Context: an optimization exercise on an open-source flow, tuned for small area. The choices shown serve that exercise and are no tape-out recipe. Function was checked by simulation only, so behaviour that the tests miss may differ from the original. Power figures rest on the tool's default switching activity, not on a simulated workload.

==> flow/config.mk <==
export PLATFORM = sky130hd
export DESIGN_NAME = gpio_axil
export DESIGN_NICKNAME = gpio_axil
export VERILOG_FILES = /design/flow/design.v
export SDC_FILE = /design/flow/constraint.sdc
export NUM_CORES = 4
export LEC_CHECK = 0
export CAP_MARGIN = 20
export CORE_MARGIN = 2
export CORE_UTILIZATION = 50
export SLEW_MARGIN = 20
export SYNTH_HIERARCHICAL = 1
==> flow/flow/downsize.tcl <==
# Before floorplanning: put every combinational cell at the smallest drive
# strength of its function. The repairs later in the flow size up whatever
# timing, slew or capacitance needs.
set lib_area {}
foreach lib [get_libs *] {
  foreach cell [get_lib_cells -quiet [get_name $lib]/*] {
    dict set lib_area [get_name $cell] [get_property $cell area]
  }
}
set dont_use {}
foreach c $::env(DONT_USE_CELLS) { lappend dont_use $c }
set n 0
foreach inst [[ord::get_db_block] getInsts] {
  set master [[$inst getMaster] getName]
  if {![regexp {^(sky130_fd_sc_hd__[a-z0-9]+)_([0-9]+)$} $master -> base drive]} { continue }
  if {[regexp {__(df|edf|sdf|dl|conb|tap|fill|decap|clk)} $base]} { continue }
  set best $master
  set best_area [dict get $lib_area $master]
  foreach cand [dict keys $lib_area ${base}_*] {
    if {![regexp "^${base}_\[0-9\]+\$" $cand]} { continue }
    if {[lsearch -exact $dont_use $cand] >= 0} { continue }
    set a [dict get $lib_area $cand]
    if {$a < $best_area - 1e-6} { set best $cand; set best_area $a }
  }
  if {$best ne $master} {
    replace_cell $inst [get_lib_cells $best]
    incr n
  }
}
puts "downsize: $n cells set to their smallest drive strength"
==> flow/standard.sh <==
#!/bin/bash
# synth_recipe.tcl (not shown) runs the flow's synth.tcl, then flattens the netlist and writes it again
# the make line also repeats each setting of config.mk as NAME=value (left out here)
make -C /OpenROAD-flow-scripts/flow DESIGN_CONFIG=/design/flow/config.mk WORK_HOME=/design/flow/orfs CLKGATE_MAP_FILE= SYNTH_SCRIPT=/design/flow/synth_recipe.tcl "${@:-finish}"
==> flow/design.v <==
`resetall
`timescale 1ns / 1ps
`default_nettype none
module gpio_axil #
(
    parameter NUM_GPIO = 32,  
    parameter AXIL_ADDR_WIDTH = 16,
    parameter AXIL_ADDR_BASE = 0,
    parameter RB_NEXT_PTR = 0
)
(
    input  wire                         clk,
    input  wire                         rst,
    input  wire [AXIL_ADDR_WIDTH-1:0]   s_axil_awaddr,
    input  wire [2:0]                   s_axil_awprot,
    input  wire                         s_axil_awvalid,
    output wire                         s_axil_awready,
    input  wire [31:0]                  s_axil_wdata,
    input  wire [3:0]                   s_axil_wstrb,
    input  wire                         s_axil_wvalid,
    output wire                         s_axil_wready,
    output wire [1:0]                   s_axil_bresp,
    output wire                         s_axil_bvalid,
    input  wire                         s_axil_bready,
    input  wire [AXIL_ADDR_WIDTH-1:0]   s_axil_araddr,
    input  wire [2:0]                   s_axil_arprot,
    input  wire                         s_axil_arvalid,
    output wire                         s_axil_arready,
    output wire [31:0]                  s_axil_rdata,
    output wire [1:0]                   s_axil_rresp,
    output wire                         s_axil_rvalid,
    input  wire                         s_axil_rready,
    output wire                         irq,
    input  wire [NUM_GPIO-1:0]          gpio_i,
    output wire [NUM_GPIO-1:0]          gpio_t,
    output wire [NUM_GPIO-1:0]          gpio_o
);
localparam [31:0] ID_VALUE  = 32'h294EC110;
localparam [31:0] REV_VALUE = 32'h00000100;
localparam [31:0] PTR_VALUE = RB_NEXT_PTR;
localparam [31:0] CNT_VALUE = NUM_GPIO;
reg s_axil_awready_reg;
reg s_axil_bvalid_reg;
reg s_axil_arready_reg;
reg s_axil_rvalid_reg;
reg [31:0] s_axil_rdata_reg;
assign s_axil_awready = s_axil_awready_reg;
assign s_axil_wready = s_axil_awready_reg;
assign s_axil_bresp = 2'b00;
assign s_axil_bvalid = s_axil_bvalid_reg;
assign s_axil_arready = s_axil_arready_reg;
assign s_axil_rdata = s_axil_rdata_reg;
assign s_axil_rresp = 2'b00;
assign s_axil_rvalid = s_axil_rvalid_reg;
reg software_rst;
reg [31:0] data_direct_reg;
reg [31:0] data_output_reg;
reg [31:0] data_input_reg;
reg [31:0] data_input_reg_last;
assign gpio_o = data_output_reg[NUM_GPIO-1:0];
assign gpio_t = ~data_direct_reg[NUM_GPIO-1:0];
reg [31:0] irq_redge_en;
reg [31:0] irq_fedge_en;
reg [31:0] irq_bit_mask;
reg [31:0] irq_status_summary_last;
wire do_axil_write = s_axil_awvalid && s_axil_wvalid && !s_axil_awready_reg &&
                     (!s_axil_bvalid_reg || s_axil_bready);
wire do_axil_read  = s_axil_arvalid && !s_axil_arready_reg &&
                     (!s_axil_rvalid_reg || s_axil_rready);
wire       wr_blk  = do_axil_write && (s_axil_awaddr[15:6] == 10'd0);
wire [3:0] wr_word = s_axil_awaddr[5:2];
wire wr_swrst = wr_blk && (wr_word == 4'h4) && (s_axil_wdata == 32'h0000000A);
wire wr_clear = wr_blk && (wr_word == 4'hF) && (s_axil_wdata == 32'h00000001);
wire [3:0] st_dir   = {4{wr_blk && (wr_word == 4'h9)}} & s_axil_wstrb;
wire [3:0] st_out   = {4{wr_blk && (wr_word == 4'hA)}} & s_axil_wstrb;
wire [3:0] st_redge = {4{wr_blk && (wr_word == 4'hC)}} & s_axil_wstrb;
wire [3:0] st_fedge = {4{wr_blk && (wr_word == 4'hD)}} & s_axil_wstrb;
wire [3:0] st_mask  = {4{wr_blk && (wr_word == 4'hE)}} & s_axil_wstrb;
wire kill = rst || software_rst;
wire [31:0] nx_dir, nx_out, nx_redge, nx_fedge, nx_mask, nx_last;
genvar gb;
generate
    for (gb = 0; gb < 4; gb = gb + 1) begin : g_byte
        gpio_axil_ld8 u_dir (
            .q(data_direct_reg[gb*8 +: 8]), .d(s_axil_wdata[gb*8 +: 8]),
            .hold(!st_dir[gb] && !kill), .load(st_dir[gb] && !kill),
            .y(nx_dir[gb*8 +: 8]));
        gpio_axil_ld8 u_out (
            .q(data_output_reg[gb*8 +: 8]), .d(s_axil_wdata[gb*8 +: 8]),
            .hold(!st_out[gb] && !kill), .load(st_out[gb] && !kill),
            .y(nx_out[gb*8 +: 8]));
        gpio_axil_ld8 u_redge (
            .q(irq_redge_en[gb*8 +: 8]), .d(s_axil_wdata[gb*8 +: 8]),
            .hold(!st_redge[gb] && !rst), .load(st_redge[gb] && !rst),
            .y(nx_redge[gb*8 +: 8]));
        gpio_axil_ld8 u_fedge (
            .q(irq_fedge_en[gb*8 +: 8]), .d(s_axil_wdata[gb*8 +: 8]),
            .hold(!st_fedge[gb] && !rst), .load(st_fedge[gb] && !rst),
            .y(nx_fedge[gb*8 +: 8]));
        gpio_axil_ld8 u_mask (
            .q(irq_bit_mask[gb*8 +: 8]), .d(s_axil_wdata[gb*8 +: 8]),
            .hold(!st_mask[gb] && !rst), .load(st_mask[gb] && !rst),
            .y(nx_mask[gb*8 +: 8]));
        gpio_axil_ld8 u_last (
            .q(data_input_reg_last[gb*8 +: 8]), .d(data_input_reg[gb*8 +: 8]),
            .hold(software_rst), .load(!software_rst),
            .y(nx_last[gb*8 +: 8]));
    end
endgenerate
wire [31:0] new_events;
wire [31:0] nx_status;
reg  status_zero;
wire capture     = status_zero && !software_rst;
wire status_clr  = rst || wr_clear;
genvar gi;
generate
    for (gi = 0; gi < 32; gi = gi + 1) begin : g_irq
        gpio_axil_irq1 u_irq (
            .cur(data_input_reg[gi]), .prev(data_input_reg_last[gi]),
            .redge(irq_redge_en[gi]), .fedge(irq_fedge_en[gi]), .mask(irq_bit_mask[gi]),
            .status(irq_status_summary_last[gi]), .capture(capture), .clr(status_clr),
            .event_o(new_events[gi]), .status_next(nx_status[gi]));
    end
endgenerate
assign irq = status_zero && (|new_events);
wire       rd_hold = s_axil_rvalid_reg && !s_axil_rready;
wire       rd_blk  = !rd_hold && (s_axil_araddr[15:6] == 10'd0);
wire [3:0] rd_word = s_axil_araddr[5:2];
wire [7:0] rd_sel = {
    rd_hold,
    rd_blk && (rd_word == 4'hF),    
    rd_blk && (rd_word == 4'hE),    
    rd_blk && (rd_word == 4'hD),    
    rd_blk && (rd_word == 4'hC),    
    rd_blk && (rd_word == 4'hB),    
    rd_blk && (rd_word == 4'hA),    
    rd_blk && (rd_word == 4'h9)     
};
wire rs_id  = rd_blk && (rd_word == 4'h0);
wire rs_rev = rd_blk && (rd_word == 4'h1);
wire rs_ptr = rd_blk && (rd_word == 4'h2);
wire rs_cnt = rd_blk && (rd_word == 4'h8);
wire [31:0] rd_const = ({32{rs_id}}  & ID_VALUE) |
                       ({32{rs_rev}} & REV_VALUE) |
                       ({32{rs_ptr}} & PTR_VALUE) |
                       ({32{rs_cnt}} & CNT_VALUE);
wire [31:0] nx_rdata;
genvar gr;
generate
    for (gr = 0; gr < 32; gr = gr + 1) begin : g_rd
        if ((ID_VALUE[gr] | REV_VALUE[gr] | PTR_VALUE[gr] | CNT_VALUE[gr]) != 1'b0) begin : g_c
            gpio_axil_rd8c u_rd (
                .sel(rd_sel),
                .d({s_axil_rdata_reg[gr], irq_status_summary_last[gr], irq_bit_mask[gr],
                    irq_fedge_en[gr], irq_redge_en[gr], data_input_reg[gr],
                    data_output_reg[gr], data_direct_reg[gr]}),
                .c(rd_const[gr]), .y(nx_rdata[gr]));
        end else begin : g_n
            gpio_axil_rd8 u_rd (
                .sel(rd_sel),
                .d({s_axil_rdata_reg[gr], irq_status_summary_last[gr], irq_bit_mask[gr],
                    irq_fedge_en[gr], irq_redge_en[gr], data_input_reg[gr],
                    data_output_reg[gr], data_direct_reg[gr]}),
                .y(nx_rdata[gr]));
        end
    end
endgenerate
always @(posedge clk) begin
    s_axil_awready_reg <= !rst && do_axil_write;
    s_axil_bvalid_reg  <= !rst && (do_axil_write || (s_axil_bvalid_reg && !s_axil_bready));
    s_axil_arready_reg <= !rst && do_axil_read;
    s_axil_rvalid_reg  <= !rst && (do_axil_read || (s_axil_rvalid_reg && !s_axil_rready));
    software_rst       <= !rst && wr_swrst;
    data_direct_reg <= nx_dir;
    data_output_reg <= nx_out;
    irq_redge_en    <= nx_redge;
    irq_fedge_en    <= nx_fedge;
    irq_bit_mask    <= nx_mask;
    data_input_reg  <= gpio_i & {32{!kill}};
    data_input_reg_last <= nx_last;
    irq_status_summary_last <= nx_status;
    status_zero <= status_clr || (status_zero && (software_rst || !(|new_events)));
    s_axil_rdata_reg <= nx_rdata;
end
endmodule
module gpio_axil_ld8
(
    input  wire [7:0] q,
    input  wire [7:0] d,
    input  wire       hold,
    input  wire       load,
    output wire [7:0] y
);
assign y = (q & {8{hold}}) | (d & {8{load}});
endmodule
module gpio_axil_irq1
(
    input  wire cur,
    input  wire prev,
    input  wire redge,
    input  wire fedge,
    input  wire mask,
    input  wire status,
    input  wire capture,
    input  wire clr,
    output wire event_o,
    output wire status_next
);
wire rise_n, fall_n, keep_n;
gpio_axil_nand4b u_rise (.a_n(prev), .b(cur),  .c(redge), .d(mask), .y(rise_n));
gpio_axil_nand4b u_fall (.a_n(cur),  .b(prev), .c(fedge), .d(mask), .y(fall_n));
gpio_axil_nand2  u_ev   (.a(rise_n), .b(fall_n), .y(event_o));
gpio_axil_aoi21  u_keep (.a1(capture), .a2(event_o), .b1(status), .y(keep_n));
gpio_axil_nor2   u_next (.a(clr), .b(keep_n), .y(status_next));
endmodule
module gpio_axil_rd8
(
    input  wire [7:0] sel,
    input  wire [7:0] d,
    output wire       y
);
wire [2:0] t;
gpio_axil_aoi222 u_t0 (.a1(sel[0]), .a2(d[0]), .b1(sel[1]), .b2(d[1]), .c1(sel[2]), .c2(d[2]), .y(t[0]));
gpio_axil_aoi222 u_t1 (.a1(sel[3]), .a2(d[3]), .b1(sel[4]), .b2(d[4]), .c1(sel[5]), .c2(d[5]), .y(t[1]));
gpio_axil_aoi22  u_t2 (.a1(sel[6]), .a2(d[6]), .b1(sel[7]), .b2(d[7]), .y(t[2]));
gpio_axil_nand3  u_y  (.a(t[0]), .b(t[1]), .c(t[2]), .y(y));
endmodule
module gpio_axil_rd8c
(
    input  wire [7:0] sel,
    input  wire [7:0] d,
    input  wire       c,
    output wire       y
);
wire [2:0] t;
gpio_axil_aoi222 u_t0 (.a1(sel[0]), .a2(d[0]), .b1(sel[1]), .b2(d[1]), .c1(sel[2]), .c2(d[2]), .y(t[0]));
gpio_axil_aoi222 u_t1 (.a1(sel[3]), .a2(d[3]), .b1(sel[4]), .b2(d[4]), .c1(sel[5]), .c2(d[5]), .y(t[1]));
gpio_axil_aoi221 u_t2 (.a1(sel[6]), .a2(d[6]), .b1(sel[7]), .b2(d[7]), .c1(c), .y(t[2]));
gpio_axil_nand3  u_y  (.a(t[0]), .b(t[1]), .c(t[2]), .y(y));
endmodule
module gpio_axil_nand2 (input wire a, input wire b, output wire y);
assign y = ~(a & b);
endmodule
module gpio_axil_nand3 (input wire a, input wire b, input wire c, output wire y);
assign y = ~(a & b & c);
endmodule
module gpio_axil_nor2 (input wire a, input wire b, output wire y);
assign y = ~(a | b);
endmodule
module gpio_axil_nand4b (input wire a_n, input wire b, input wire c, input wire d, output wire y);
assign y = ~(~a_n & b & c & d);
endmodule
module gpio_axil_aoi21 (input wire a1, input wire a2, input wire b1, output wire y);
assign y = ~((a1 & a2) | b1);
endmodule
module gpio_axil_aoi22 (input wire a1, input wire a2, input wire b1, input wire b2, output wire y);
assign y = ~((a1 & a2) | (b1 & b2));
endmodule
module gpio_axil_aoi221 (input wire a1, input wire a2, input wire b1, input wire b2, input wire c1,
                         output wire y);
assign y = ~((a1 & a2) | (b1 & b2) | c1);
endmodule
module gpio_axil_aoi222 (input wire a1, input wire a2, input wire b1, input wire b2, input wire c1,
                         input wire c2, output wire y);
assign y = ~((a1 & a2) | (b1 & b2) | (c1 & c2));
endmodule
`resetall
==> flow/flow/run.sh <==
#!/bin/bash
# Standard layout, except: combinational cells start at their smallest drive
# strength, the ports get the smallest buffer, and the clock tree uses
# larger leaf clusters.
set -o pipefail
here=$(cd "$(dirname "$0")" && pwd)
bash standard.sh \
  "PRE_FLOORPLAN_TCL=$here/downsize.tcl" \
  "BUFFER_PORTS_ARGS=-buffer_cell sky130_fd_sc_hd__buf_1" \
  "CTS_ARGS=-sink_clustering_enable -repair_clock_nets -buf_list sky130_fd_sc_hd__clkbuf_8 -sink_clustering_size 24 -sink_clustering_max_diameter 80" \
  finish > standard.log 2>&1
==> flow/constraint.sdc <==
create_clock -name core_clock -period 5.0 [get_ports {clk}]
set_input_delay 1.0000 -clock core_clock [delete_from_list [all_inputs] [get_ports {clk}]]
set_output_delay 1.0000 -clock core_clock [all_outputs]
set_load 0.01 [all_outputs]
==> results_dict.tcl, run 1 <==
set metrics [dict create \
    error "[ERROR STA-0124] instance type 'odb__dbInst' is not an instance." \
    yosys_warnings 7 \
    failing_step "floorplan" \
    status "stopped before the end" \
]
==> run 2: changes to the inputs <==
--- a/flow/flow/run.sh
+++ b/flow/flow/run.sh
@@ -7,5 +7,5 @@
 bash standard.sh \
   "PRE_FLOORPLAN_TCL=$here/downsize.tcl" \
   "BUFFER_PORTS_ARGS=-buffer_cell sky130_fd_sc_hd__buf_1" \
-  "CTS_ARGS=-sink_clustering_enable -repair_clock_nets -buf_list sky130_fd_sc_hd__clkbuf_8 -sink_clustering_size 24 -sink_clustering_max_diameter 80" \
+  "CTS_ARGS=-sink_clustering_enable -repair_clock_nets -buf_list sky130_fd_sc_hd__clkbuf_8 -sink_clustering_size 16 -sink_clustering_max_diameter 50" \
   finish > standard.log 2>&1
==> results_dict.tcl, run 2 <==
set metrics [dict create \
    yosys_warnings 7 \
    status "stopped before the end" \
    failing_step "floorplan" \
    error "[ERROR STA-0124] instance type 'odb__dbInst' is not an instance." \
]
==> run 3: changes to the inputs <==
==> flow/flow/downsize.tcl (replaced) <==
# Before floorplanning: put every combinational cell at the smallest drive
# strength of its function. The repairs later in the flow size up whatever
# timing, slew or capacitance needs.
set ds_dont_use $::env(DONT_USE_CELLS)
set ds_count 0
foreach inst [get_cells *] {
  set master [get_property $inst ref_name]
  if {![regexp {^(sky130_fd_sc_hd__[a-z0-9]+)_([0-9]+)$} $master -> base drive]} { continue }
  if {[regexp {__(df|edf|sdf|dl|conb|tap|fill|decap|clk)} $base]} { continue }
  set best $master
  set best_area [get_property [lindex [get_lib_cells */$master] 0] area]
  foreach cand [get_lib_cells */${base}_*] {
    set cname [get_name $cand]
    if {![regexp "^${base}_\[0-9\]+\$" $cname]} { continue }
    if {[lsearch -exact $ds_dont_use $cname] >= 0} { continue }
    set a [get_property $cand area]
    if {$a < $best_area - 1e-6} { set best $cname; set best_area $a }
  }
  if {$best ne $master} {
    replace_cell $inst [lindex [get_lib_cells */$best] 0]
    incr ds_count
  }
}
puts "downsize: $ds_count cells set to their smallest drive strength"
==> results_dict.tcl, run 3 <==
set metrics [dict create \
    status "complete, no violations" \
    path_clk_slew_ns 0.09 \
    skew_ns 0.03274 \
    fillCellCount 1938 \
    final_cells 1530 \
    critical_path.slowest_cell "nor4_1" \
    max_stage_delay_ns 0.85 \
    core-area_sq_mm 0.02122 \
    htreeDepth 1 \
    vdd_drop_max_uv 251.1 \
    multi_input_area_sq_mm 0.004698 \
    cp_data_required_time_ns 4.00 \
    grt_usage_pct 30.51 \
    slew_headroom_pct 25.74 \
    post_cts_resize_count 0 \
    final_common_cell "dfxtp_1" \
    cts_made_buffers 30 \
    seqCellArea_sq_mm 0.005886 \
    post-place-ws_ns 1.183 \
    rsz0062_at_grt "no" \
    dpl.cell_count 1476 \
    final_nets 1346 \
    insertion_delay_ns 0.60 \
    vias_per_cell 6.395 \
    max_freq_mhz 270.1 \
    tritoncts "done" \
    p_leak_nw 4.711 \
    clock_sinks 294 \
    worst_slack_ns 1.298 \
    postSynthCellCount 1034 \
    drt_wl_total_um 36320 \
    antenna_found_initial 0 \
    antenna_left 0 \
    std_cell_rows 53 \
    power_per_cell_area_mw_per_mm2 336.3 \
    critPathCaptureType "output pin" \
    whs_path_depth 2 \
    grt_pass1_vias 8908 \
    grt_max_degree 34 \
    cts-root-buf "clkbuf_8" \
    overflow 0 \
    port_buffers 204 \
    tightest_slew_ns 1.112 \
    hold_buffers 0 \
    min_period_ns 3.702 \
    utilization_pct 59.71 \
    die_height_um 151.6 \
    pin_count 219 \
    hpwl_um 23470 \
    start_util_pct 51.32 \
    wire_per_inst_um 23.74 \
    post-route-period-util_pct 74.05 \
    gp_congestion 0.8590 \
    crit_path_max_fanout 4 \
    layout_common_cells "294 x dfxtp_1, 204 x buf_1, 192 x a22o_1" \
    drc 0 \
    setup_viol 0 \
    hold_ws_ns 0.4900 \
    drive_gt1_share_pct 6.704 \
    hold_path.class "reg -> reg" \
    hold_viol 0 \
    r2r_cells 4 \
    die_w_um 151.6 \
    fin_setup_tns_ns 0 \
    dr.pass1.iters 6 \
    post_cts_buffers 0 \
    final-max-slew-violation-count 0 \
    grt_pass1_wl_um 53230 \
    crit_chain "nand4b_1 -> nand2_1 -> nor4_1 -> nand4_1 -> o21a_1 -> buf_1" \
    die_area_sq_mm 0.02298 \
    drv_cap 0 \
    arrival_ns 2.70 \
    num_vias 9785 \
    yosys_warnings 7 \
    clock_path_buffers 3 \
    critPathLaunchType "register" \
    first_iter_violations 1017 \
    path_class "reg -> out" \
]
[run 3: worst paths after layout]
check | startpoint | slack [ns] | endpoint
max reg2reg | software_rst | 2.12 | data_input_reg_last[13]
min | irq_status_summary_last[20] | 0.49 | irq_status_summary_last[20]
max | data_input_reg[1] | 1.30 | irq
min reg2reg | irq_status_summary_last[20] | 0.49 | irq_status_summary_last[20]
[run 3: cell type report]
class	count	share of cell area, %
Clock buffer	30	3.259
Antenna cell	2	0.03950
Inverter	36	1.066
Tap cell	275	2.716
Timing Repair Buffer	224	7.327
Clock inverter	22	2.064
Sequential cell	294	46.45
Multi-Input combinational cell	647	37.08
[run 3: critical path, delay by kind of cell, from the launching register on]
kind / cells / cell delay [ns]
buffers and inverters: 1 / 0.14
DFF: 1 / 0.40
and+or+nand+nor: 4 / 1.28
AOI/OAI and AO/OA: 1 / 0.27
[run 3: per-layer routing]
layer | track usage, % | up-vias | part of all wire [%] | routed length, um
met5 | 0 | - | 0 | 0
met4 | 10.93 | 0 | 3.2 | 1170
met3 | 5.359 | 79 | 8.4 | 3033
met2 | 48.62 | 447 | 46 | 16770
met1 | 41.81 | 4755 | 42 | 15340
li1 | - | 4504 | - | -
[run 3: per-stage QoR]
stage	instance area, sq um	total power (W)
after floorplan	10900	0.002516
after global placement	11990	0.002613
final	12670	0.004261
after detailed placement	11990	0.002615
after CTS	12670	0.004289
after global routing	12670	0.004398
[run 3: where the power goes]
group / switching (W) / leakage, nW / internal, W / total, W
clock network: 0.000927 / 0.337 / 0.000770 / 0.00170
registers: 0.0000264 / 2.39 / 0.00237 / 0.00240
logic: 0.000113 / 1.99 / 0.0000555 / 0.000168
total: 0.00107 / 4.71 / 0.00319 / 0.00426
==> run 4: changes to the inputs <==
--- a/flow/flow/run.sh
+++ b/flow/flow/run.sh
@@ -7,5 +7,5 @@
 bash standard.sh \
   "PRE_FLOORPLAN_TCL=$here/downsize.tcl" \
   "BUFFER_PORTS_ARGS=-buffer_cell sky130_fd_sc_hd__buf_1" \
-  "CTS_ARGS=-sink_clustering_enable -repair_clock_nets -buf_list sky130_fd_sc_hd__clkbuf_8 -sink_clustering_size 16 -sink_clustering_max_diameter 50" \
+  "CTS_ARGS=-sink_clustering_enable -repair_clock_nets -buf_list sky130_fd_sc_hd__clkbuf_16 -sink_clustering_size 30 -sink_clustering_max_diameter 60" \
   finish > standard.log 2>&1
==> results_dict.tcl, run 4 <==
set metrics [dict create \
    clock_path_buffers 3 \
    post_dp_cell_area_sq_mm 0.01199 \
    holdPathEnd "irq_status_summary_last[20]" \
    cts-root-buf "clkbuf_16" \
    tightest_slew_ns 1.125 \
    drv_cap 0 \
    vdd_drop_max_uv 243.5 \
    gp_congestion 0.8590 \
    post_cts_resize_count 0 \
    status "complete, no violations" \
    ff2ff_setup_slack_ns 2.09 \
    rr_startpoint "software_rst" \
    final_nets 1335 \
    path_class "reg -> out" \
    critPathCaptureType "output pin" \
    die_w_um 151.6 \
    yosys_warnings 7 \
    arrival_ns 2.58 \
    postSynthCellCount 1034 \
    crit_chain "nand4b_1 -> nand2_1 -> nor4_1 -> nand4_1 -> o21a_1 -> buf_1" \
    htreeDepth 1 \
    slew_headroom_pct 24.81 \
    power_per_cell_area_mw_per_mm2 336.2 \
    worst_slack_ns 1.418 \
    antenna_found_initial 0 \
    insertion_delay_ns 0.52 \
    drt_wl_total_um 36150 \
    min_period_ns 3.582 \
    port_buffers 204 \
    r2r_cells 5 \
    rsz0062_at_grt "no" \
    start_util_pct 51.32 \
    power.total_w 0.004248 \
    hold_viol 0 \
    final_common_cell "dfxtp_1" \
    wire_per_inst_um 23.95 \
    critPathLaunchType "register" \
    hold_buffers 0 \
    num_vias 9703 \
    final-max-slew-violation-count 0 \
    crit_path_max_fanout 4 \
    path_clk_slew_ns 0.09 \
    regToRegEndpoint "status_zero" \
    die_height_um 151.6 \
    hpwl_um 23470 \
    hold_path.class "reg -> reg" \
    grt_usage_pct 30.37 \
    antenna_left 0 \
    std_cell_rows 53 \
    grt_pass1_vias 8856 \
    skew_ns 0.01927 \
    overflow 0 \
    grt_max_degree 34 \
    post_cts_buffers 0 \
    grt_pass1_wl_um 53000 \
    die_area_sq_mm 0.02298 \
    vias_per_cell 6.430 \
    whs_path_depth 2 \
    setup_viol 0 \
    critical_path.slowest_cell "nor4_1" \
    hold_start "irq_status_summary_last[20]" \
    drc 0 \
    post-route-period-util_pct 71.64 \
    drive_gt1_share_pct 5.109 \
    fin_setup_tns_ns 0 \
    fin_area_sq_mm 0.01264 \
    layout_common_cells "294 x dfxtp_1, 204 x buf_1, 192 x a22o_1" \
    first_iter_violations 1080 \
    max_freq_mhz 279.2 \
    cts_made_buffers 19 \
    cp_data_required_time_ns 4.00 \
    dr.pass1.iters 8 \
    pin_count 219 \
    clock_sinks 294 \
    core-area_sq_mm 0.02122 \
    p_leak_nw 4.682 \
    tritoncts "done" \
    max_stage_delay_ns 0.83 \
    post-place-ws_ns 1.183 \
]
run 4: metrics by stage:
stage / hold slack, ns / utilization (%) / std cells
finish: 0.4876 / 59.56 / 1509
global route: 0.5069 / 59.55 / 1508
CTS: 0.4896 / 59.55 / 1508
detailed placement: 0.4684 / 56.51 / 1476
global placement: 0.4626 / 56.51 / 1476
floorplan: 0.4516 / - / 1037
run 4: area by class of cell:
class / count / area, sq um
Fill cell: 1928 / 8582
Sequential cell: 294 / 5886
Multi-Input combinational cell: 647 / 4698
Timing Repair Buffer: 224 / 928.4
Clock buffer: 19 / 475.5
Tap cell: 275 / 344.1
Clock inverter: 13 / 168.9
Inverter: 36 / 135.1
Antenna cell: 1 / 2.502
run 4: worst max path at each step:
stage,start,to,slack (ns),cells after the start
global placement,s_axil_awaddr[7],data_output_reg[17],1.17,6
global route,s_axil_awaddr[7],data_output_reg[14],1.41,7
floorplan,s_axil_araddr[10],s_axil_rdata_reg[0],0.61,5
finish,data_input_reg[1],irq,1.42,6
CTS,data_input_reg[1],irq,1.44,6
detailed placement,s_axil_awaddr[7],data_output_reg[9],1.18,7
run 4: per-layer routing:
layer	track usage, %	wire length [um]	vias up
li1	-	-	4470
met1	42.27	15750	4734
met2	48.57	16580	422
met3	4.491	2685	77
met4	10.23	1129	0
met5	0	0	-
run 4: worst max-delay path, delay by kind of cell, from the launching register on:
family                 cells  cell delay [ns]
AOI/OAI and AO/OA          1             0.27
DFF                        1             0.39
buffers and inverters      1             0.14
and+or+nand+nor            4             1.26
run 4: where the power goes:
group,switching (W),leakage [nW],internal [W]
Clock,0.000889,0.309,0.000795
Combinational,0.000113,1.99,0.0000555
Sequential,0.0000265,2.39,0.00237
Total,0.00103,4.68,0.00322
==> run 5: changes to the inputs <==
--- a/flow/design.v
+++ b/flow/design.v
@@ -53,12 +53,12 @@
 assign s_axil_rresp = 2'b00;
 assign s_axil_rvalid = s_axil_rvalid_reg;
 reg software_rst;
-reg [31:0] data_direct_reg;
+reg [31:0] data_tristate_reg;  
 reg [31:0] data_output_reg;
 reg [31:0] data_input_reg;
 reg [31:0] data_input_reg_last;
 assign gpio_o = data_output_reg[NUM_GPIO-1:0];
-assign gpio_t = ~data_direct_reg[NUM_GPIO-1:0];
+assign gpio_t = data_tristate_reg[NUM_GPIO-1:0];
 reg [31:0] irq_redge_en;
 reg [31:0] irq_fedge_en;
 reg [31:0] irq_bit_mask;
@@ -81,10 +81,10 @@
 genvar gb;
 generate
     for (gb = 0; gb < 4; gb = gb + 1) begin : g_byte
-        gpio_axil_ld8 u_dir (
-            .q(data_direct_reg[gb*8 +: 8]), .d(s_axil_wdata[gb*8 +: 8]),
-            .hold(!st_dir[gb] && !kill), .load(st_dir[gb] && !kill),
-            .y(nx_dir[gb*8 +: 8]));
+        gpio_axil_ld8n u_dir (
+            .q_n(data_tristate_reg[gb*8 +: 8]), .d(s_axil_wdata[gb*8 +: 8]),
+            .hold_n(st_dir[gb] || kill), .load(st_dir[gb] && !kill),
+            .y_n(nx_dir[gb*8 +: 8]));
         gpio_axil_ld8 u_out (
             .q(data_output_reg[gb*8 +: 8]), .d(s_axil_wdata[gb*8 +: 8]),
             .hold(!st_out[gb] && !kill), .load(st_out[gb] && !kill),
@@ -126,24 +126,24 @@
 wire       rd_hold = s_axil_rvalid_reg && !s_axil_rready;
 wire       rd_blk  = !rd_hold && (s_axil_araddr[15:6] == 10'd0);
 wire [3:0] rd_word = s_axil_araddr[5:2];
-wire [7:0] rd_sel = {
+wire [6:0] rd_sel = {
     rd_hold,
     rd_blk && (rd_word == 4'hF),    
     rd_blk && (rd_word == 4'hE),    
     rd_blk && (rd_word == 4'hD),    
     rd_blk && (rd_word == 4'hC),    
     rd_blk && (rd_word == 4'hB),    
-    rd_blk && (rd_word == 4'hA),    
-    rd_blk && (rd_word == 4'h9)     
+    rd_blk && (rd_word == 4'hA)     
 };
+wire rd_dir_n = !(rd_blk && (rd_word == 4'h9));
 wire rs_id  = rd_blk && (rd_word == 4'h0);
 wire rs_rev = rd_blk && (rd_word == 4'h1);
 wire rs_ptr = rd_blk && (rd_word == 4'h2);
 wire rs_cnt = rd_blk && (rd_word == 4'h8);
-wire [31:0] rd_const = ({32{rs_id}}  & ID_VALUE) |
-                       ({32{rs_rev}} & REV_VALUE) |
-                       ({32{rs_ptr}} & PTR_VALUE) |
-                       ({32{rs_cnt}} & CNT_VALUE);
+wire [31:0] rd_const_n = ~(({32{rs_id}}  & ID_VALUE) |
+                           ({32{rs_rev}} & REV_VALUE) |
+                           ({32{rs_ptr}} & PTR_VALUE) |
+                           ({32{rs_cnt}} & CNT_VALUE));
 wire [31:0] nx_rdata;
 genvar gr;
 generate
@@ -153,14 +153,16 @@
                 .sel(rd_sel),
                 .d({s_axil_rdata_reg[gr], irq_status_summary_last[gr], irq_bit_mask[gr],
                     irq_fedge_en[gr], irq_redge_en[gr], data_input_reg[gr],
-                    data_output_reg[gr], data_direct_reg[gr]}),
-                .c(rd_const[gr]), .y(nx_rdata[gr]));
+                    data_output_reg[gr]}),
+                .sel_n(rd_dir_n), .d_n(data_tristate_reg[gr]),
+                .c_n(rd_const_n[gr]), .y(nx_rdata[gr]));
         end else begin : g_n
             gpio_axil_rd8 u_rd (
                 .sel(rd_sel),
                 .d({s_axil_rdata_reg[gr], irq_status_summary_last[gr], irq_bit_mask[gr],
                     irq_fedge_en[gr], irq_redge_en[gr], data_input_reg[gr],
-                    data_output_reg[gr], data_direct_reg[gr]}),
+                    data_output_reg[gr]}),
+                .sel_n(rd_dir_n), .d_n(data_tristate_reg[gr]),
                 .y(nx_rdata[gr]));
         end
     end
@@ -171,7 +173,7 @@
     s_axil_arready_reg <= !rst && do_axil_read;
     s_axil_rvalid_reg  <= !rst && (do_axil_read || (s_axil_rvalid_reg && !s_axil_rready));
     software_rst       <= !rst && wr_swrst;
-    data_direct_reg <= nx_dir;
+    data_tristate_reg <= nx_dir;
     data_output_reg <= nx_out;
     irq_redge_en    <= nx_redge;
     irq_fedge_en    <= nx_fedge;
@@ -215,34 +217,51 @@
 endmodule
 module gpio_axil_rd8
 (
-    input  wire [7:0] sel,
-    input  wire [7:0] d,
+    input  wire [6:0] sel,
+    input  wire [6:0] d,
+    input  wire       sel_n,
+    input  wire       d_n,
     output wire       y
 );
 wire [2:0] t;
 gpio_axil_aoi222 u_t0 (.a1(sel[0]), .a2(d[0]), .b1(sel[1]), .b2(d[1]), .c1(sel[2]), .c2(d[2]), .y(t[0]));
 gpio_axil_aoi222 u_t1 (.a1(sel[3]), .a2(d[3]), .b1(sel[4]), .b2(d[4]), .c1(sel[5]), .c2(d[5]), .y(t[1]));
-gpio_axil_aoi22  u_t2 (.a1(sel[6]), .a2(d[6]), .b1(sel[7]), .b2(d[7]), .y(t[2]));
+gpio_axil_a2bb2oi u_t2 (.a1_n(sel_n), .a2_n(d_n), .b1(sel[6]), .b2(d[6]), .y(t[2]));
 gpio_axil_nand3  u_y  (.a(t[0]), .b(t[1]), .c(t[2]), .y(y));
 endmodule
 module gpio_axil_rd8c
 (
-    input  wire [7:0] sel,
-    input  wire [7:0] d,
-    input  wire       c,
+    input  wire [6:0] sel,
+    input  wire [6:0] d,
+    input  wire       sel_n,
+    input  wire       d_n,
+    input  wire       c_n,
     output wire       y
 );
 wire [2:0] t;
 gpio_axil_aoi222 u_t0 (.a1(sel[0]), .a2(d[0]), .b1(sel[1]), .b2(d[1]), .c1(sel[2]), .c2(d[2]), .y(t[0]));
 gpio_axil_aoi222 u_t1 (.a1(sel[3]), .a2(d[3]), .b1(sel[4]), .b2(d[4]), .c1(sel[5]), .c2(d[5]), .y(t[1]));
-gpio_axil_aoi221 u_t2 (.a1(sel[6]), .a2(d[6]), .b1(sel[7]), .b2(d[7]), .c1(c), .y(t[2]));
-gpio_axil_nand3  u_y  (.a(t[0]), .b(t[1]), .c(t[2]), .y(y));
+gpio_axil_a2bb2oi u_t2 (.a1_n(sel_n), .a2_n(d_n), .b1(sel[6]), .b2(d[6]), .y(t[2]));
+gpio_axil_nand4  u_y  (.a(t[0]), .b(t[1]), .c(t[2]), .d(c_n), .y(y));
+endmodule
+module gpio_axil_ld8n
+(
+    input  wire [7:0] q_n,
+    input  wire [7:0] d,
+    input  wire       hold_n,
+    input  wire       load,
+    output wire [7:0] y_n
+);
+assign y_n = ~((~q_n & {8{~hold_n}}) | (d & {8{load}}));
 endmodule
 module gpio_axil_nand2 (input wire a, input wire b, output wire y);
 assign y = ~(a & b);
 endmodule
 module gpio_axil_nand3 (input wire a, input wire b, input wire c, output wire y);
 assign y = ~(a & b & c);
+endmodule
+module gpio_axil_nand4 (input wire a, input wire b, input wire c, input wire d, output wire y);
+assign y = ~(a & b & c & d);
 endmodule
 module gpio_axil_nor2 (input wire a, input wire b, output wire y);
 assign y = ~(a | b);
@@ -260,6 +279,10 @@
                          output wire y);
 assign y = ~((a1 & a2) | (b1 & b2) | c1);
 endmodule
+module gpio_axil_a2bb2oi (input wire a1_n, input wire a2_n, input wire b1, input wire b2,
+                          output wire y);
+assign y = ~((~a1_n & ~a2_n) | (b1 & b2));
+endmodule
 module gpio_axil_aoi222 (input wire a1, input wire a2, input wire b1, input wire b2, input wire c1,
                          input wire c2, output wire y);
 assign y = ~((a1 & a2) | (b1 & b2) | (c1 & c2));
--- a/flow/flow/run.sh
+++ b/flow/flow/run.sh
@@ -7,5 +7,5 @@
 bash standard.sh \
   "PRE_FLOORPLAN_TCL=$here/downsize.tcl" \
   "BUFFER_PORTS_ARGS=-buffer_cell sky130_fd_sc_hd__buf_1" \
-  "CTS_ARGS=-sink_clustering_enable -repair_clock_nets -buf_list sky130_fd_sc_hd__clkbuf_16 -sink_clustering_size 30 -sink_clustering_max_diameter 60" \
+  "CTS_ARGS=-sink_clustering_enable -repair_clock_nets -dont_use_dummy_load -buf_list sky130_fd_sc_hd__clkbuf_8 -sink_clustering_size 20 -sink_clustering_max_diameter 50" \
   finish > standard.log 2>&1
==> results_dict.tcl, run 5 <==
set metrics [dict create \
    cts-root-buf "clkbuf_8" \
    arrival_ns 3.80 \
    gp_congestion 0.8104 \
    path_clk_slew_ns 0.07 \
    grt_max_degree 37 \
    wire_per_inst_um 23.99 \
    p_leak_nw 4.603 \
    crit_path_max_fanout 8 \
    post_cts_resize_count 0 \
    cts_made_buffers 34 \
    grt_usage_pct 30.01 \
    layout_common_cells "293 x dfxtp_1, 204 x buf_1, 160 x a22o_1" \
    tritoncts "done" \
    vias_per_cell 6.515 \
    power.total_w 0.003960 \
    first_iter_violations 920 \
    die_height_um 151.0 \
    antenna_left 0 \
    clock_path_buffers 3 \
    r2r_cells 6 \
    clock_sinks 294 \
    yosys_warnings 7 \
    critPathCaptureType "register" \
    tightest_slew_ns 1.143 \
    insertion_delay_ns 0.54 \
    rr_startpoint "s_axil_awready_reg" \
    grt_pass1_wl_um 51810 \
    grt_pass1_vias 8789 \
    ff2ff_setup_slack_ns 2.13 \
    start_util_pct 51.20 \
    post_cts_buffers 0 \
    cp_data_required_time_ns 5.40 \
    post-route-period-util_pct 67.97 \
    drc 0 \
    hold_path.class "reg -> reg" \
    hold_buffers 0 \
    path_class "in -> reg" \
    htreeDepth 2 \
    dr.pass1.iters 6 \
    slew_headroom_pct 23.83 \
    hpwl_um 22290 \
    min_period_ns 3.399 \
    overflow 0 \
    antenna_found_initial 2 \
    final-max-slew-violation-count 0 \
    rsz0062_at_grt "no" \
    max_freq_mhz 294.2 \
    core-area_sq_mm 0.02109 \
    status "complete, no violations" \
    crit_start "s_axil_awaddr[7]" \
    num_vias 9629 \
    final_nets 1317 \
    final_common_cell "dfxtp_1" \
    pin_count 219 \
    skew_ns 0.04383 \
    std_cell_rows 53 \
    regToRegEndpoint "data_tristate_reg[16]" \
    critPathLaunchType "input port" \
    postSynthCellCount 1004 \
    endpoint "data_tristate_reg[16]" \
    power_per_cell_area_mw_per_mm2 320.8 \
    port_buffers 204 \
    fin_setup_tns_ns 0 \
    setup_viol 0 \
    hold_viol 0 \
    drv_cap 0 \
    die_w_um 151.0 \
    die_area_sq_mm 0.02279 \
    drt_wl_total_um 35460 \
    drive_gt1_share_pct 5.491 \
    vdd_drop_max_uv 206.3 \
    whs_path_depth 2 \
]
run 5: cell types whose count changed in the layout (fill, tap and decap cells not counted), sizes merged, moves of 11 or more:
cell / previous run / this run
a2bb2oi: 0 / 64
inv: 39 / 8
clkbuf: 19 / 34
a22oi: 20 / 0
a221oi: 12 / 0
nand4: 7 / 18
a22o: 192 / 160
run 5: where the power goes:
part / leakage (nW) / switching [W] / internal [W]
clock network: 0.244 / 0.000785 / 0.000608
registers: 2.39 / 0.0000244 / 0.00237
logic: 1.97 / 0.000112 / 0.0000610
total: 4.60 / 0.000921 / 0.00304
run 5: stage by stage:
| step | setup slack, ns | area [sq um] | util [%] | hold slack [ns] | std cells |
|---|---|---|---|---|---|
| 3_5_place_dp | 1.111 | 11870 | 56.30 | 0.4725 | 1443 |
| 5_1_grt | 1.516 | 12340 | 58.53 | 0.5053 | 1478 |
| 4_1_cts | 1.658 | 12340 | 58.51 | 0.4880 | 1477 |
| 6_report | 1.601 | 12340 | 58.53 | 0.4855 | 1478 |
| 2_1_floorplan | 0.9371 | 10810 | - | 0.4512 | 1007 |
| 3_3_place_gp | 1.097 | 11870 | 56.30 | 0.4625 | 1443 |
run 5: layout make-up:
cell class | instances | area, sq um
Fill cell | 1928 | 8746
Antenna cell | 1 | 2.502
Multi-Input combinational cell | 644 | 4710
Inverter | 8 | 30.03
Timing Repair Buffer | 222 | 900.9
Clock buffer | 34 | 467.9
Tap cell | 275 | 344.1
Sequential cell | 294 | 5887
run 5: how the worst min path moves through the flow:
stage,from,endpoint,slack [ns]
2_1_floorplan,irq_status_summary_last[0],irq_status_summary_last[0],0.45
3_3_place_gp,irq_status_summary_last[19],irq_status_summary_last[19],0.46
3_5_place_dp,irq_status_summary_last[28],irq_status_summary_last[28],0.47
4_1_cts,irq_status_summary_last[24],irq_status_summary_last[24],0.49
5_1_grt,data_tristate_reg[8],data_tristate_reg[8],0.51
6_report,irq_status_summary_last[24],irq_status_summary_last[24],0.49
run 5: worst max-delay path: stages:
cell and delay [ns]:
buf_1 0.07, or4_1 0.58, or2_0 0.31, or4_1 0.73, nor3_1 0.76, buf_4 0.27
a2bb2oi_1 0.06
run 5: metal layers:
layer / wire length, um / vias to the layer above / GRT usage [%]
met5: 0 / - / 0
met2: 15760 / 461 / 46.20
met4: 797 / 0 / 9.346
li1: - / 4390 / -
met1: 15930 / 4718 / 42.76
met3: 2976 / 60 / 5.693
==> run 6: changes to the inputs <==
==> flow/flow/run.sh (replaced) <==
#!/bin/bash
# Standard layout, except: combinational cells start at their smallest drive
# strength, the ports get the smallest buffer, and the clock tree uses
# larger leaf clusters.
set -o pipefail
here=$(cd "$(dirname "$0")" && pwd)
bash standard.sh \
  "PRE_FLOORPLAN_TCL=$here/downsize.tcl" \
  "BUFFER_PORTS_ARGS=-buffer_cell sky130_fd_sc_hd__buf_1" \
  "CTS_ARGS=-sink_clustering_enable -repair_clock_nets -dont_use_dummy_load -buf_list sky130_fd_sc_hd__clkbuf_16 -sink_clustering_size 36 -sink_clustering_max_diameter 70" \
  finish > standard.log 2>&1
--- a/flow/config.mk
+++ b/flow/config.mk
@@ -5,8 +5,8 @@
 export SDC_FILE = /design/flow/constraint.sdc
 export NUM_CORES = 4
 export LEC_CHECK = 0
-export CAP_MARGIN = 20
+export CAP_MARGIN = 5
 export CORE_MARGIN = 2
 export CORE_UTILIZATION = 50
-export SLEW_MARGIN = 20
+export SLEW_MARGIN = 5
 export SYNTH_HIERARCHICAL = 1
==> results_dict.tcl, run 6 <==
set metrics [dict create \
    status "complete, no violations" \
    drv_cap 0 \
    power.total_w 0.003835 \
    tritoncts "done" \
    crit_chain "buf_1 -> or4_1 -> or2_0 -> or4_1 -> nor3_1 -> buf_4 -> a2bb2oi_1" \
    core-area_sq_mm 0.02109 \
    max_stage_delay_ns 0.74 \
    final_nets 1298 \
    post_cts_resize_count 0 \
    hold_viol 0 \
    grt_max_degree 37 \
    tightest_slew_ns 1.172 \
    vias_per_cell 6.488 \
    hold_path.class "reg -> reg" \
    num_vias 9479 \
    power_per_cell_area_mw_per_mm2 312.9 \
    multi_input_area_sq_mm 0.004710 \
    cts_made_buffers 15 \
    critPathTopFamily "simple AND/OR/NAND/NOR gates" \
    std_cell_rows 53 \
    port_buffers 204 \
    dr.pass1.iters 6 \
    pin_count 219 \
    clock_path_buffers 3 \
    drive_gt1_share_pct 3.973 \
    skew_ns 0.02733 \
    critPathCaptureType "register" \
    clock_sinks 294 \
    crit_cells 7 \
    post-route-period-util_pct 68.31 \
    critPathLaunchType "input port" \
    htreeDepth 1 \
    fin_setup_tns_ns 0 \
    antenna_found_initial 2 \
    grt_usage_pct 29.56 \
    grt_pass1_vias 8622 \
    antenna_left 0 \
    fin_area_sq_mm 0.01225 \
    grt_pass1_wl_um 51250 \
    crit_path_max_fanout 8 \
    r2r_cells 6 \
    overflow 0 \
    first_iter_violations 1033 \
    cpMostUsedCell "or4_1" \
    critical_path.slowest_cell "nor3_1" \
    rsz0062_at_grt "no" \
    post_dp_cell_area_sq_mm 0.01187 \
    start_util_pct 51.20 \
    path_class "in -> reg" \
    wire_per_inst_um 24.05 \
    die_w_um 151.0 \
    arrival_ns 3.80 \
    whs_path_depth 1 \
    yosys_warnings 7 \
    cts-root-buf "clkbuf_16" \
    final_cells 1461 \
    drt_wl_total_um 35130 \
    die_area_sq_mm 0.02279 \
    postSynthCellCount 1004 \
    p_leak_nw 4.543 \
    final-max-slew-violation-count 0 \
    setup_viol 0 \
    path_clk_slew_ns 0.10 \
    gp_congestion 0.8104 \
    cp_data_required_time_ns 5.38 \
    fillCellCount 1939 \
    seqCellArea_sq_mm 0.005887 \
    hold_buffers 0 \
    final_common_cell "dfxtp_1" \
    layout_common_cells "293 x dfxtp_1, 204 x buf_1, 160 x a22o_1" \
    insertion_delay_ns 0.50 \
    cp.buffers_inverters 2 \
    hpwl_um 22290 \
    max_freq_mhz 292.8 \
    vdd_drop_max_uv 338.8 \
    slew_headroom_pct 21.87 \
    drc 0 \
    post_cts_buffers 0 \
    die_height_um 151.0 \
    min_period_ns 3.416 \
    dpl.cell_count 1443 \
]
-- run 6: final timing paths --
path                                           start                     to  slack (ns)
worst max register to register    s_axil_awready_reg  data_tristate_reg[22]        2.15
worst max-delay path                s_axil_awaddr[7]  data_tristate_reg[22]        1.58
worst min-delay path            data_tristate_reg[9]   data_tristate_reg[9]        0.49
worst min register to register  data_tristate_reg[9]   data_tristate_reg[9]        0.49
-- run 6: layout make-up --
class                      instances  share of cell area [%]
antenna                            3                 0.06126
sequential                       294                   48.04
timing repair buffer             222                   7.351
multi-input combinational        644                   38.43
inverter                           8                  0.2450
tap                              275                   2.808
clock buffer                      15                   3.063
-- run 6: stage by stage --
step | hold WS (ns) | util [%] | setup WS, ns
finish | 0.4914 | 58.11 | 1.584
global route | 0.5119 | 58.10 | 1.492
CTS | 0.4940 | 58.08 | 1.622
detailed placement | 0.4725 | 56.30 | 1.111
global placement | 0.4625 | 56.30 | 1.097
floorplan | 0.4512 | - | 0.9371
-- run 6: power by group --
group	switching, W	leakage (nW)	total [W]	internal, W
logic	0.000112	1.97	0.000173	0.0000610
clock network	0.000726	0.185	0.00127	0.000542
registers	0.0000244	2.39	0.00239	0.00237
total	0.000862	4.54	0.00383	0.00297
-- run 6: worst reg2reg max path: stages, from the launching register on --
cell	delay, ns
dfxtp_1	0.33
nand3b_1	0.25
or2_0	0.34
or4_1	0.73
nor3_1	0.74
buf_4	0.27
a2bb2oi_1	0.07
-- run 6: layer usage --
metal  vias to the layer above  wire [um]  track usage, %
li1                       4367          -               -
met1                      4623      15720           42.78
met2                       441      15750           45.80
met3                        48       2878           4.096
met4                         0        778           9.346
met5                         -          0               0
==> run 7: changes to the inputs <==
--- a/flow/flow/run.sh
+++ b/flow/flow/run.sh
@@ -6,6 +6,7 @@
 here=$(cd "$(dirname "$0")" && pwd)
 bash standard.sh \
   "PRE_FLOORPLAN_TCL=$here/downsize.tcl" \
+  REMOVE_ABC_BUFFERS=1 \
   "BUFFER_PORTS_ARGS=-buffer_cell sky130_fd_sc_hd__buf_1" \
   "CTS_ARGS=-sink_clustering_enable -repair_clock_nets -dont_use_dummy_load -buf_list sky130_fd_sc_hd__clkbuf_16 -sink_clustering_size 36 -sink_clustering_max_diameter 70" \
   finish > standard.log 2>&1
--- a/flow/config.mk
+++ b/flow/config.mk
@@ -5,8 +5,9 @@
 export SDC_FILE = /design/flow/constraint.sdc
 export NUM_CORES = 4
 export LEC_CHECK = 0
-export CAP_MARGIN = 5
+export CAP_MARGIN = 20
 export CORE_MARGIN = 2
 export CORE_UTILIZATION = 50
-export SLEW_MARGIN = 5
+export GPL_TIMING_DRIVEN = 0
+export SLEW_MARGIN = 20
 export SYNTH_HIERARCHICAL = 1
==> results_dict.tcl, run 7 <==
set metrics [dict create \
    whs_path_depth 2 \
    hpwl_um 23980 \
    final-max-slew-violation-count 0 \
    post_cts_resize_count 0 \
    multi_input_area_sq_mm 0.004747 \
    ff2ff_setup_slack_ns 2.01 \
    gp_congestion 0.8193 \
    htreeDepth 1 \
    path_clk_slew_ns 0.09 \
    dr.pass1.iters 7 \
    hold_buffers 0 \
    die_area_sq_mm 0.02279 \
    hold_path.class "reg -> reg" \
    arrival_ns 3.88 \
    clock_sinks 294 \
    antenna_found_initial 2 \
    power.total_w 0.003833 \
    die_height_um 151.0 \
    fin_setup_tns_ns 0 \
    drive_gt1_share_pct 5.210 \
    yosys_warnings 7 \
    insertion_delay_ns 0.51 \
    wire_per_inst_um 24.27 \
    power_per_cell_area_mw_per_mm2 307.1 \
    rsz0062_at_grt "no" \
    setup_viol 0 \
    cts-root-buf "clkbuf_16" \
    grt_pass1_vias 8859 \
    port_buffers 204 \
    drt_wl_total_um 35600 \
    post-route-period-util_pct 69.42 \
    fillCellCount 1887 \
    hold_viol 0 \
    std_cell_rows 53 \
    num_vias 9686 \
    drc 0 \
    slew_headroom_pct 29.71 \
    r2r_cells 5 \
    skew_ns 0.04329 \
    postSynthCellCount 1004 \
    min_period_ns 3.471 \
    clock_path_buffers 3 \
    critPathLaunchType "input port" \
    critPathCaptureType "register" \
    grt_pass1_wl_um 52530 \
    final_nets 1305 \
    vias_per_cell 6.603 \
    antenna_left 0 \
    grt_usage_pct 30.16 \
    first_iter_violations 1018 \
    status "complete, no violations" \
    max_freq_mhz 288.1 \
    overflow 0 \
    tightest_slew_ns 1.054 \
    layout_common_cells "293 x dfxtp_1, 203 x buf_1, 160 x a22o_1" \
    final_common_cell "dfxtp_1" \
    post_cts_buffers 0 \
    pin_count 219 \
    die_w_um 151.0 \
    path_class "in -> reg" \
    vdd_drop_max_uv 211.5 \
    drv_cap 0 \
    seqCellArea_sq_mm 0.005887 \
    p_leak_nw 4.636 \
    cts_made_buffers 15 \
    crit_path_max_fanout 8 \
    post_dp_cell_area_sq_mm 0.01210 \
    fin_area_sq_mm 0.01248 \
    tritoncts "done" \
    core-area_sq_mm 0.02109 \
    cp_data_required_time_ns 5.41 \
    start_util_pct 51.20 \
    utilization_pct 59.19 \
    grt_max_degree 35 \
]
## run 7: cell count changes in the layout (fill, tap and decap cells not counted), sizes merged
cell	change
diode	-1
clkbuf	+1
buf	+6
## run 7: per-layer routing
layer	global-route usage, %	wire length (um)	share of wire [%]
met1	44.00	16200	45
met2	47.02	15800	44
met3	4.127	2682	7.5
met4	8.178	914	2.6
met5	0	13	0.037
## run 7: layout make-up
class                      instances  area share [%]
antenna                            2         0.04010
clock buffer                      15           3.007
multi-input combinational        644           38.03
tap                              275           2.757
sequential                       294           47.16
timing repair buffer             229           8.761
inverter                           8          0.2406
## run 7: worst max-delay path: stages
cell and delay (ns):
buf_1 0.06, or4_1 0.59, or2_0 0.33, or4_1 0.77, o21ai_1 0.87, a2bb2oi_1 0.26
## run 7: report_power, final
group          switching (W)  internal [W]
sequential         0.0000247       0.00237
clock               0.000720      0.000542
combinational       0.000113     0.0000630
## run 7: path summary, 6_finish.rpt
check / startpoint / to
worst min register to register: irq_status_summary_last[12] / irq_status_summary_last[12]
worst max-delay path: s_axil_awaddr[7] / data_tristate_reg[16]
worst max register to register: s_axil_awready_reg / data_tristate_reg[16]
worst min-delay path: irq_status_summary_last[12] / irq_status_summary_last[12]
## run 7: through the flow
stage	hold slack (ns)	setup WS [ns]	instances
after global routing	0.4949	1.432	1466
after CTS	0.4847	1.582	1465
after floorplan	0.4512	0.9371	946
after global placement	0.4613	-2.107	1425
after detailed placement	0.4707	1.074	1450
final	0.4914	1.529	1467
==> run 8: changes to the inputs <==
--- a/flow/flow/run.sh
+++ b/flow/flow/run.sh
@@ -6,7 +6,6 @@
 here=$(cd "$(dirname "$0")" && pwd)
 bash standard.sh \
   "PRE_FLOORPLAN_TCL=$here/downsize.tcl" \
-  REMOVE_ABC_BUFFERS=1 \
   "BUFFER_PORTS_ARGS=-buffer_cell sky130_fd_sc_hd__buf_1" \
   "CTS_ARGS=-sink_clustering_enable -repair_clock_nets -dont_use_dummy_load -buf_list sky130_fd_sc_hd__clkbuf_16 -sink_clustering_size 36 -sink_clustering_max_diameter 70" \
   finish > standard.log 2>&1
--- a/flow/config.mk
+++ b/flow/config.mk
@@ -8,6 +8,5 @@
 export CAP_MARGIN = 20
 export CORE_MARGIN = 2
 export CORE_UTILIZATION = 50
-export GPL_TIMING_DRIVEN = 0
 export SLEW_MARGIN = 20
 export SYNTH_HIERARCHICAL = 1
==> results_dict.tcl, run 8 <==
set metrics [dict create \
    drt_wl_total_um 35130 \
    cp_data_required_time_ns 5.38 \
    clock_path_buffers 3 \
    grt_usage_pct 29.56 \
    final-max-slew-violation-count 0 \
    final_common_cell "dfxtp_1" \
    drv_cap 0 \
    seqPwrFrac_pct 62.4 \
    post_cts_buffers 0 \
    clock_sinks 294 \
    max_freq_mhz 292.8 \
    internal_power_w 0.002973 \
    max_stage_delay_ns 0.74 \
    critPathLaunchType "input port" \
    dr.pass1.iters 6 \
    cpMostUsedCell "or4_1" \
    combPwrFrac_pct 4.5 \
    drive_gt1_share_pct 3.973 \
    slew_headroom_pct 21.87 \
    wire_per_inst_um 24.05 \
    std_cell_rows 53 \
    vias_per_cell 6.488 \
    gp_congestion 0.8104 \
    vdd_drop_max_uv 338.8 \
    status "complete, no violations" \
    setup_viol 0 \
    fillCellCount 1939 \
    critPathCaptureType "register" \
    antenna_found_initial 2 \
    arrival_ns 3.80 \
    die_area_sq_mm 0.02279 \
    num_vias 9479 \
    crit_chain "buf_1 -> or4_1 -> or2_0 -> or4_1 -> nor3_1 -> buf_4 -> a2bb2oi_1" \
    die_height_um 151.0 \
    p_sw_share_pct 22.47 \
    grt_pass1_vias 8622 \
    yosys_warnings 7 \
    htreeDepth 1 \
    grt_pass1_wl_um 51250 \
    tightest_slew_ns 1.172 \
    overflow 0 \
    antenna_left 0 \
    fin_setup_tns_ns 0 \
    cts_made_buffers 15 \
    postSynthCellCount 1004 \
    net-switching-power_w 0.0008617 \
    path_clk_slew_ns 0.10 \
    critPathTopFamily "simple AND/OR/NAND/NOR gates" \
    min_period_ns 3.416 \
    clockPowerShare_pct 33.1 \
    pin_count 219 \
    post-route-period-util_pct 68.31 \
    p_leak_nw 4.543 \
    cp.buffers_inverters 2 \
    core-area_sq_mm 0.02109 \
    hold_viol 0 \
    post_cts_resize_count 0 \
    die_w_um 151.0 \
    first_iter_violations 1033 \
    final_nets 1298 \
    skew_ns 0.02733 \
    hold_buffers 0 \
    utilization_pct 58.11 \
    hold_path.class "reg -> reg" \
    layout_common_cells "293 x dfxtp_1, 204 x buf_1, 160 x a22o_1" \
    hpwl_um 22290 \
    path_class "in -> reg" \
    rsz0062_at_grt "no" \
    grt_max_degree 37 \
    tritoncts "done" \
    port_buffers 204 \
    start_util_pct 51.20 \
    crit_path_max_fanout 8 \
    power_per_cell_area_mw_per_mm2 312.9 \
    critical_path.slowest_cell "nor3_1" \
    drc 0 \
    insertion_delay_ns 0.50 \
    cts-root-buf "clkbuf_16" \
]
## run 8: path summary, 6_finish.rpt
| check | from | endpoint | slack (ns) | depth (start not counted) |
|---|---|---|---|---|
| worst min-delay path | data_tristate_reg[9] | data_tristate_reg[9] | 0.49 | 1 |
| worst min register to register | data_tristate_reg[9] | data_tristate_reg[9] | 0.49 | 1 |
| worst max-delay path | s_axil_awaddr[7] | data_tristate_reg[22] | 1.58 | 7 |
| worst max register to register | s_axil_awready_reg | data_tristate_reg[22] | 2.15 | 6 |
## run 8: routing by layer
metal / vias up / GRT usage, % / routed length [um]
met4: 0 / 9.346 / 778
met2: 441 / 45.80 / 15750
li1: 4367 / - / -
met5: - / 0 / 0
met3: 48 / 4.096 / 2878
met1: 4623 / 42.78 / 15720
## run 8: cell type report
type	count	area, sq um	share of cell area, %
Inverter	8	30.03	0.2450
Tap cell	275	344.1	2.808
Multi-Input combinational cell	644	4710	38.43
Sequential cell	294	5887	48.04
Clock buffer	15	375.4	3.063
Antenna cell	3	7.507	0.06126
Timing Repair Buffer	222	900.9	7.351
## run 8: power by group through the flow
stage | Combinational [W] | Sequential (W) | Clock (W)
floorplan | 0.0000801 | 0.00244 | 0
detailed placement | 0.000170 | 0.00245 | 0
CTS | 0.000171 | 0.00239 | 0.00129
global route | 0.000186 | 0.00240 | 0.00137
global placement | 0.000169 | 0.00245 | 0
finish | 0.000173 | 0.00239 | 0.00127
## run 8: stage by stage
stage	setup slack [ns]	hold WS, ns	power (W)	instance area [sq um]	std cells
global route	1.492	0.5119	0.003957	12250	1460
global placement	1.097	0.4625	0.002617	11870	1443
floorplan	0.9371	0.4512	0.002522	10810	1007
detailed placement	1.111	0.4725	0.002618	11870	1443
finish	1.584	0.4914	0.003835	12250	1461
CTS	1.622	0.4940	0.003852	12250	1458
==> run 9: changes to the inputs <==
==> flow/flow/run.sh (replaced) <==
#!/bin/bash
# Standard layout, except: combinational cells start at their smallest drive
# strength, the ports get the smallest buffer, and the clock tree uses
# larger leaf clusters.
set -o pipefail
here=$(cd "$(dirname "$0")" && pwd)
bash standard.sh \
  "PRE_FLOORPLAN_TCL=$here/downsize.tcl" \
  "BUFFER_PORTS_ARGS=-buffer_cell sky130_fd_sc_hd__buf_1" \
  "CTS_ARGS=-sink_clustering_enable -repair_clock_nets -dont_use_dummy_load -buf_list {sky130_fd_sc_hd__clkbuf_8 sky130_fd_sc_hd__clkbuf_16} -sink_clustering_size 36 -sink_clustering_max_diameter 70" \
  finish > standard.log 2>&1
==> results_dict.tcl, run 9 <==
set metrics [dict create \
    drc 0 \
    setup_viol 0 \
    final-max-slew-violation-count 0 \
    skew_ns 0.02733 \
    critPathLaunchType "input port" \
    dpl.cell_count 1443 \
    cts_made_buffers 15 \
    hold_path.class "reg -> reg" \
    cp_data_required_time_ns 5.38 \
    cpMostUsedCell "or4_1" \
    internal_power_w 0.002973 \
    combPwrFrac_pct 4.5 \
    start_util_pct 51.20 \
    r2r_cells 6 \
    p_leak_nw 4.543 \
    yosys_warnings 7 \
    post_cts_resize_count 0 \
    die_area_sq_mm 0.02279 \
    final_nets 1298 \
    std_cell_rows 53 \
    hpwl_um 22290 \
    grt_pass1_vias 8622 \
    post_cts_buffers 0 \
    htreeDepth 1 \
    clock_sinks 294 \
    ff2ff_setup_slack_ns 2.15 \
    hold_viol 0 \
    gp_congestion 0.8104 \
    insertion_delay_ns 0.50 \
    tritoncts "done" \
    vias_per_cell 6.488 \
    fillCellCount 1939 \
    fin_setup_tns_ns 0 \
    max_freq_mhz 292.8 \
    path_class "in -> reg" \
    critPathCaptureType "register" \
    crit_path_max_fanout 8 \
    min_period_ns 3.416 \
    path_clk_slew_ns 0.10 \
    wire_per_inst_um 24.05 \
    crit_start "s_axil_awaddr[7]" \
    status "complete, no violations" \
    first_iter_violations 1033 \
    max_stage_delay_ns 0.74 \
    arrival_ns 3.80 \
    drt_wl_total_um 35130 \
    port_buffers 204 \
    p_sw_share_pct 22.47 \
    rr_startpoint "s_axil_awready_reg" \
    antenna_left 0 \
    dr.pass1.iters 6 \
    layout_common_cells "293 x dfxtp_1, 204 x buf_1, 160 x a22o_1" \
    grt_max_degree 37 \
    clockPowerShare_pct 33.1 \
    endpoint "data_tristate_reg[22]" \
    whs_path_depth 1 \
    die_height_um 151.0 \
    critical_path.slowest_cell "nor3_1" \
    pin_count 219 \
    tightest_slew_ns 1.172 \
    power_per_cell_area_mw_per_mm2 312.9 \
    overflow 0 \
    slew_headroom_pct 21.87 \
    post-route-period-util_pct 68.31 \
    final_cells 1461 \
    hold_buffers 0 \
    clock_path_buffers 3 \
    cts-root-buf "clkbuf_16" \
    die_w_um 151.0 \
    regToRegEndpoint "data_tristate_reg[22]" \
    crit_chain "buf_1 -> or4_1 -> or2_0 -> or4_1 -> nor3_1 -> buf_4 -> a2bb2oi_1" \
    power.total_w 0.003835 \
    grt_usage_pct 29.56 \
    vdd_drop_max_uv 338.8 \
    final_common_cell "dfxtp_1" \
    rsz0062_at_grt "no" \
    drive_gt1_share_pct 3.973 \
    antenna_found_initial 2 \
    utilization_pct 58.11 \
    net-switching-power_w 0.0008617 \
    seqPwrFrac_pct 62.4 \
    grt_pass1_wl_um 51250 \
    core-area_sq_mm 0.02109 \
    num_vias 9479 \
    postSynthCellCount 1004 \
    drv_cap 0 \
]
-- run 9: critical path, delay by kind of cell --
family,cells,cell delay (ns)
AOI/OAI and AO/OA,1,0.07
buffers and inverters,2,0.34
and+or+nand+nor,4,2.38
-- run 9: layout make-up --
cell class	count	area, sq um	area share, %
diodes	3	7.507	0.06126
clock buffers	15	375.4	3.063
inverters	8	30.03	0.2450
multi-input cells	644	4710	38.43
flip-flops and latches	294	5887	48.04
well taps	275	344.1	2.808
repair buffers	222	900.9	7.351
-- run 9: power groups by stage --
stage	Clock, W	Sequential, W	Combinational [W]
5_1_grt	0.00137	0.00240	0.000186
4_1_cts	0.00129	0.00239	0.000171
6_report	0.00127	0.00239	0.000173
3_3_place_gp	0	0.00245	0.000169
3_5_place_dp	0	0.00245	0.000170
2_1_floorplan	0	0.00244	0.0000801
-- run 9: how the worst min path moves through the flow --
| stage | startpoint | to | slack [ns] |
|---|---|---|---|
| 2_1_floorplan | irq_status_summary_last[0] | irq_status_summary_last[0] | 0.45 |
| 4_1_cts | data_tristate_reg[20] | data_tristate_reg[20] | 0.49 |
| 5_1_grt | data_tristate_reg[8] | data_tristate_reg[8] | 0.51 |
| 6_report | data_tristate_reg[9] | data_tristate_reg[9] | 0.49 |
| 3_3_place_gp | irq_status_summary_last[19] | irq_status_summary_last[19] | 0.46 |
| 3_5_place_dp | irq_status_summary_last[28] | irq_status_summary_last[28] | 0.47 |
-- run 9: routing by layer --
layer	GRT usage (%)	vias up	share of wire (%)
met5	0	-	0
met4	9.346	0	2.2
met3	4.096	48	8.2
met2	45.80	441	45
met1	42.78	4623	45
li1	-	4367	-
-- run 9: through the flow --
stage                     hold WS (ns)  area (sq um)  worst slack, ns
after detailed placement        0.4725         11870            1.111
after floorplan                 0.4512         10810           0.9371
after global placement          0.4625         11870            1.097
final                           0.4914         12250            1.584
after global routing            0.5119         12250            1.492
after CTS                       0.4940         12250            1.622

separate check: timing with driven ports:
The results above use ideal ports. As a check the final layouts listed here were re-extracted and re-timed, cells and wires unchanged. Step 1 sets driving cells, clkbuf_16 on the clock port and buf_2 on the other inputs (assumed; they add their load-dependent delay and slew). Step 2 moves the port delays by t, midway between the first and last clock arrival at a register: inputs arrive t later, outputs are due t later. That takes back most of the time a late clock gives input paths. Slacks: ideal / step 1 / step 2; pairs: ideal / step 1.
run	t, ns	setup WS [ns]	hold WS [ns]	slew at the worst register clock pin (ns)
run 3	0.630	1.298 / 1.254 / 1.072	0.490 / 0.490 / 0.490	0.10 / 0.10
run 4	0.555	1.418 / 1.370 / 1.107	0.488 / 0.488 / 0.488	0.10 / 0.10
run 5	0.562	1.601 / 1.626 / 1.065	0.485 / 0.485 / 0.485	0.10 / 0.10
run 6	0.538	1.584 / 1.612 / 1.074	0.491 / 0.491 / 0.491	0.11 / 0.11
run 7	0.536	1.529 / 1.557 / 1.020	0.491 / 0.491 / 0.491	0.12 / 0.12
run 8	0.538	1.584 / 1.612 / 1.074	0.491 / 0.491 / 0.491	0.11 / 0.11
run 9	0.538	1.584 / 1.612 / 1.074	0.491 / 0.491 / 0.491	0.11 / 0.11
After both steps setup and hold are still met in every run listed. The setup slack of run 5, which loses most, moves by +0.025 ns with the drivers and by -0.536 ns with both steps.
